From an optimization exercise on the open Yosys and OpenROAD flow, aimed at small area and a short achievable clock period; shortcuts taken in it are not production practice.
The RTL of this run was laid out without a check of its function.
Power is estimated from default activity; no workload was simulated.

===== flow/config.mk =====
export PLATFORM = sky130hd
export DESIGN_NAME = cpu_system
export DESIGN_NICKNAME = cpu_system
export VERILOG_FILES = /design/flow/design.v
export SDC_FILE = /design/flow/constraint.sdc
export NUM_CORES = 4
export LEC_CHECK = 0
export CAP_MARGIN = 20
export CORE_MARGIN = 2
export CORE_UTILIZATION = 60
export SETUP_SLACK_MARGIN = 4.1
export SLEW_MARGIN = 20
export SYNTH_HIERARCHICAL = 1
export SYNTH_MINIMUM_KEEP_SIZE = 0
export TNS_END_PERCENT = 5

===== flow/constraint.sdc =====
create_clock -name core_clock -period 6.5 [get_ports {clk}]
set_input_delay 1.3000 -clock core_clock [delete_from_list [all_inputs] [get_ports {clk}]]
set_output_delay 1.3000 -clock core_clock [all_outputs]
set_load 0.01 [all_outputs]

===== flow/design.v =====
module cpu_system(input logic clk, reset,
input logic nextInstr, inputInstr, prevData, nextData,
input logic [15:0] inputInstruction,
output logic [15:0] nextInstruction,
output logic [4:0] pc,
output logic [3:0] dispAddr,
output logic [7:0] dispData);
    logic [15:0] ir;
    logic [4:0]  pcr;
    logic [3:0]  dr;
    logic [7:0]  dd;         
    logic [15:0] ni;         
    logic [7:0]  opa, opb;   
    logic [7:0]  R [16];
    logic [7:0]  M [16];
    function automatic logic [15:0] rom(input logic [4:0] a);
        case (a)
            5'd0: rom = 16'b001_0_0000_0000_0000;
            5'd1: rom = 16'b001_0_0000_0001_0001;
            5'd2: rom = 16'b001_1_0010_00000000;
            5'd3: rom = 16'b001_1_1111_00000000;
            5'd4: rom = 16'b001_1_0100_00000001;
            5'd5: rom = 16'b101_01001_0010_0001;
            5'd6: rom = 16'b010_0_1111_1111_0000;
            5'd7: rom = 16'b010_0_0010_0010_0100;
            5'd8: rom = 16'b101_00101_0000_0000;
            5'd9: rom = 16'b000_0_0000_1111_1111;
            default: rom = 16'b111_0000000000000;
        endcase
    endfunction
    logic [127:0] Rf, Mf, Mn;
    always_comb
        for (int k = 0; k < 16; k++) begin
            Rf[k*8 +: 8] = R[k];
            Mf[k*8 +: 8] = M[k];
        end
    wire [2:0] op     = ir[15:13];
    wire       imm    = ir[12];
    wire       is_st  = (op == 3'b000);
    wire       is_ld  = (op == 3'b001);
    wire       is_add = (op == 3'b010);
    wire       is_br  = (op == 3'b101);
    wire       is_stop= (op == 3'b111);
    wire [7:0] ml;
    read_port rp_ml(ir[3:0], Mf, ml);
    wire [7:0] sum   = opa + opb;
    wire       taken = is_br & (opa == opb);
    wire       r_we = is_add | is_ld;
    wire [3:0] r_wa = (is_add | imm) ? ir[11:8] : ir[7:4];
    wire [7:0] r_wd = is_add ? sum : (imm ? ir[7:0] : ml);
    wire       m_we = is_st;
    wire [3:0] m_wa = imm ? ir[11:8] : ir[7:4];
    wire [7:0] m_wd = imm ? ir[7:0] : opb;
    wire [15:0] rom_pc = rom(pcr);
    wire [15:0] ir_n = is_stop    ? ir :
                       nextInstr  ? rom_pc :
                       inputInstr ? inputInstruction : 16'h6000;
    wire [4:0]  pc_n = taken ? ir[12:8] : (nextInstr && !is_stop) ? pcr + 5'd1 : pcr;
    wire [3:0]  dr_n = prevData ? dr - 4'd1 : nextData ? dr + 4'd1 : dr;
    wire [7:0]  ra, rb, dd_n;
    read_port rp_a(ir_n[7:4], Rf, ra);
    read_port rp_b(ir_n[3:0], Rf, rb);
    wire [7:0]  opa_n = (r_we && r_wa == ir_n[7:4]) ? r_wd : ra;
    wire [7:0]  opb_n = (r_we && r_wa == ir_n[3:0]) ? r_wd : rb;
    logic [15:0] sd, sd_n;
    always_comb
        for (int k = 0; k < 16; k++) begin
            sd[k] = (dr == k);
            Mn[k*8 +: 8] = (m_we && m_wa == k) ? m_wd : M[k];
        end
    always_comb
        for (int k = 0; k < 16; k++)
            sd_n[k] = prevData ? sd[(k+1)%16] : nextData ? sd[(k+15)%16] : sd[k];
    read_sel rp_d(sd_n, Mn, dd_n);
    always_ff @(posedge clk, posedge reset)
        if (reset) begin
            ir  <= 16'h6000;
            opa <= 8'd0;
            opb <= 8'd0;
            pcr <= 5'd0;
            ni  <= rom(5'd0);
            dr  <= 4'd0;
            dd  <= 8'd0;
        end else begin
            ir  <= ir_n;
            opa <= opa_n;
            opb <= opb_n;
            pcr <= pc_n;
            ni  <= rom(pc_n);
            dr  <= dr_n;
            dd  <= dd_n;
        end
    always_ff @(posedge clk, posedge reset)
        if (reset) begin
            for (int k = 0; k < 16; k++) R[k] <= 8'd0;
        end else if (r_we)
            R[r_wa] <= r_wd;
    always_ff @(posedge clk, posedge reset)
        if (reset) begin
            for (int k = 0; k < 16; k++) M[k] <= 8'd0;
        end else
            for (int k = 0; k < 16; k++) M[k] <= Mn[k*8 +: 8];
    assign nextInstruction = ni;
    assign pc       = pcr;
    assign dispAddr = dr;
    assign dispData = dd;
endmodule
module read_port(input logic [3:0] a, input logic [127:0] arr, output logic [7:0] q);
    logic [15:0] sel;
    decode16 dec(a, sel);
    read_sel rs(sel, arr, q);
endmodule
module read_sel(input logic [15:0] sel, input logic [127:0] arr, output logic [7:0] q);
    for (genvar b = 0; b < 8; b++) begin : g_bit
        logic [15:0] col;
        for (genvar k = 0; k < 16; k++) begin : g_word
            assign col[k] = arr[k*8 + b];
        end
        and_or16 ao(sel, col, q[b]);
    end
endmodule
module decode16(input logic [3:0] a, output logic [15:0] sel);
    always_comb
        for (int k = 0; k < 16; k++) sel[k] = (a == k);
endmodule
module and_or16(input logic [15:0] s, input logic [15:0] d, output logic q);
    assign q = |(s & d);
endmodule

===== flow/run.sh =====
#!/bin/bash
# synth_recipe.tcl (not shown) runs the flow's synth.tcl, then flattens the netlist and writes it again
# the make line also repeats each setting of config.mk as NAME=value (left out here)
make -C /OpenROAD-flow-scripts/flow DESIGN_CONFIG=/design/flow/config.mk WORK_HOME=/design/flow/orfs CLKGATE_MAP_FILE= SYNTH_SCRIPT=/design/flow/synth_recipe.tcl finish

==> metrics.cfg <==
[run_status]
status = finished clean

[yosys]
yosys-top-cells-area = dfrtp_1 46%, a221oi_2 11%, mux2_2 8.0%
synthesis.area_mm2 = 0.01737
post-synth-top-area-fraction_pct = 45.52
postSynthRegisterBits = 319
synth_most_common_cell = dfrtp_1
synthTopCellsByCount = 316 x dfrtp_1, 129 x a22o_1, 128 x a221oi_2
yosysWarnings = 10
synth_largest_area_cell = dfrtp_1
postSynthCellCount = 1489
ys_seq_area_share_pct = 45.98
async_reset_ff_share_pct = 100.0
post_synth.cell_area_avg_um2 = 11.67
yosys_most_used_dff = dfrtp_1
yosys.cell_types.count = 64
number_of_enable_type_register_cells_in_the_synthesized_netlist = 0
synthesis.nets = 1529

[worst_setup_path]
worst_r2r_path_depth = 7
worstReg2RegStart = ir[13]
r2r-end = R[3][1]
path_class = in2reg
critPathArrivalTime_ns = 3.54
required_time_of_the_critical_path_ns = 6.89
reg_to_reg_setup_timing_slack_ns = 3.43
crit_path_end_kind = flip-flop
setup.worst_path.start_class = input pin
critical_path.max_fanout = 8

[grt]
grt_pass1_vias = 13730
global_route_wire_length_before_repair_um = 82320
antenna_violations_before_repair = 1
globalRoute.totalOverflow = 0
grt_max_degree = 131
grt_util_all_layers_pct = 35.15

[detailed_routing]
post_drt_via_cell_ratio = 6.905
top_layer_used = met4
met2RoutedLength_um = 26760
via_count = 14310
wl_met1_um = 21630
drtPass1Iterations = 6
post_drt_wl_per_cell_um = 27.12
drt_drc_violations_left = 0
drt_iter0_drc = 1480
detailroute.wirelength.met3_um = 3775
finalWirelength_um = 56190
antenna_violating_nets_post_route = 0

[timing]
skew_ns = 0.01623
slew_headroom_pct = 28.30
crit_path_time_final_ns = 3.150
setup_ws_ns = 3.350
fmaxAchievable_mhz = 317.5
unrepaired_setup_endpoints_after_global_routing = true
report.final.setup_viol = 0
tightestPinTransition_ns = 1.072
fin_tns_setup_ns = 0
fin_hold_ws_ns = 0.5238
slew_viol_final = 0
final-hold-violation-count = 0
layout_worst_path_cycle_share_pct = 48.46

[placement]
count_of_port_buffers_added_during_placement = 54
place_hpwl_um = 35530
post_place_setup_slack_ns = 1.678
finalWeightedCongestion = 0.9734
place_area_mm2 = 0.01828

[cells_and_area]
fin_nets = 1708
fin_area_mm2 = 0.02147
syn_to_final_growth_pct = 23.58
drive_above_1_share_pct = 36.22

[floorplan]
die_h_um = 174.2
rows = 62
io-pin-count = 55
start_util_pct = 60.68
die-area_mm2 = 0.03033
floorplan.die.width_um = 174.2
core_region_area_mm2 = 0.02863

[hold_path]
hold_path_depth = 2
hold_end = M[2][4]
min-delay-start = M[2][4]
worst_hold_path_type = reg2reg

[cts]
clkSlewWorstSetupHoldPaths_ns = 0.06
worstSkewPairLatency_ns = 0.51
clock-sinks = 319
cts_tree = built
cts_buffers = 36
htree_num_levels = 2
cts.root.buffer_cell = clkbuf_16
hold_fix_buffers_at_cts = 0
max-clock-path-buffers = 3

[power_and_ir_drop]
swShare_pct = 25.26
sequential_share_of_power_pct = 46.6
static-leakage-power_nw = 9.546
peak_supply_drop_mv = 0.2533
netSwitchingPower_w = 0.001104
power_w = 0.004370
combPwrFrac_pct = 9.3
share_clk_of_total_power_pct = 44.1
power.density_cell_area_mw_per_mm2 = 203.6
power_report.internal_total_w = 0.003266

[job]
max_cap_viol_count = 0

cell usage in the layout, fill, tap and decap left out, types with 12 or more instances in the layout:
cell,Yosys,routed
clkbuf_16,0,38
dfrtp_1,316,307
ha_1,17,16
clkdlybuf4s50_1,0,42
buf_4,2,110
nor2_2,0,12
mux2i_1,20,20
mux2_4,8,19
inv_1,18,16
buf_6,12,16
nor2b_1,14,12
o21ai_0,93,92
a21oi_1,86,72
nand3_1,14,13
nand2_1,126,118
buf_12,0,18
xnor2_1,15,15
nand4_1,34,34
a221oi_2,128,106
a22o_1,129,129
mux2_2,124,123
nor4b_4,13,13
nor2_1,105,90
a221oi_4,0,22
through the flow:
stage | util, % | cells
after detailed placement | 63.86 | 1883
after CTS | 71.46 | 2007
after global routing | 74.98 | 2071
final | 74.99 | 2072
after floorplan | - | 1489
after global placement | 63.86 | 1883
worst max-delay path by stage:
stage / slack, ns / startpoint / end
detailed placement: 1.68 / nextInstr / opb[7]
CTS: 3.40 / nextInstr / opb[7]
global placement: 1.71 / nextInstr / opb[0]
global route: 3.37 / inputInstr / opb[6]
floorplan: 0.95 / reset / M[0][0]
finish: 3.35 / nextInstr / opb[3]
timing repair:
item,CTS,global route
pin swaps,48,57
setup buffers,57,61
gates resized for setup,154,89
cloned,10,3
endpoints found under the setup margin,342,337
Yosys stat by module, one instance, submodules excluded, excerpt:
module      times used  cell area (um^2)  cells  flip-flops and latches
and_or16            32             101.3      9                       0
cpu_system           1             13300   1141                     319
decode16             3             276.5     20                       0
power groups by stage:
stage	Combinational, W	Clock [W]	Sequential, W
after global routing	0.000430	0.00202	0.00204
final	0.000407	0.00193	0.00204
after global placement	0.000328	0	0.00207
after detailed placement	0.000333	0	0.00207
after CTS	0.000394	0.00194	0.00204
after floorplan	0.000197	0	0.00206
worst max-delay path: stages:
cell and delay (ns):
buf_12 0.11, and2b_4 0.20, a22oi_2 0.18, buf_4 0.17, a21oi_4 0.09, buf_4 0.17
and4b_2 0.32, a22o_1 0.24, a221oi_2 0.29, nand4_1 0.17, mux2_4 0.30
metal layers:
layer	track usage (%)	up-vias
met2	57.74	802
met4	20.06	0
met5	0	-
met3	4.090	256
li1	-	6186
met1	45.49	7064
registers in the layout (all words and copies together) (netlist names), 5 cells and up:
name and count:
ni 14, pcr 5, dd 8, R 128
opa 8, ir 16, M 128, opb 8
cell families (layout without fill, tap and decap cells):
logic type,Yosys count,in the layout,synth area share [%]
AO/OA/AOI/OAI,487,494,24.86
XOR/XNOR,19,19,0.9580
adder cells (fa/ha/maj),19,19,1.397
buffers and inverters,90,278,2.579
flip-flops,319,319,45.98
multiplexers,171,173,11.31
other,0,1,0
AND/OR/NAND/NOR,384,385,12.92
area by class of cell:
| cell class | count | area [um^2] |
|---|---|---|
| Antenna cell | 1 | 2.502 |
| Clock buffer | 54 | 1050 |
| Clock inverter | 3 | 43.79 |
| Fill cell | 1783 | 7159 |
| Inverter | 20 | 78.83 |
| Multi-Input combinational cell | 1090 | 9861 |
| Sequential cell | 319 | 8008 |
| Tap cell | 384 | 480.5 |
| Timing Repair Buffer | 201 | 1942 |

-- what the ideal ports hide --
Ports are ideal in the flow. The routed layout listed here was re-timed in OpenROAD.
Step 1 assumes that a clkbuf_16 drives the clock port and a buf_2 every other input.
Step 2 also shifts input and output timing later by t, the mid clock arrival at the registers, as if the neighbouring blocks saw the same clock.
Slacks: no drivers / after step 1 / after step 2; pairs: no drivers / after step 1.
t, ns: 0.557
setup WS [ns]: 3.350 / 3.357 / 2.800
worst setup path after step 2: input to register
worst register clock-pin slew, ns: 0.07 / 0.07
After both steps this run still meets setup and hold. The setup slack of this run moves by +0.007 ns with the drivers and by -0.550 ns with both steps.
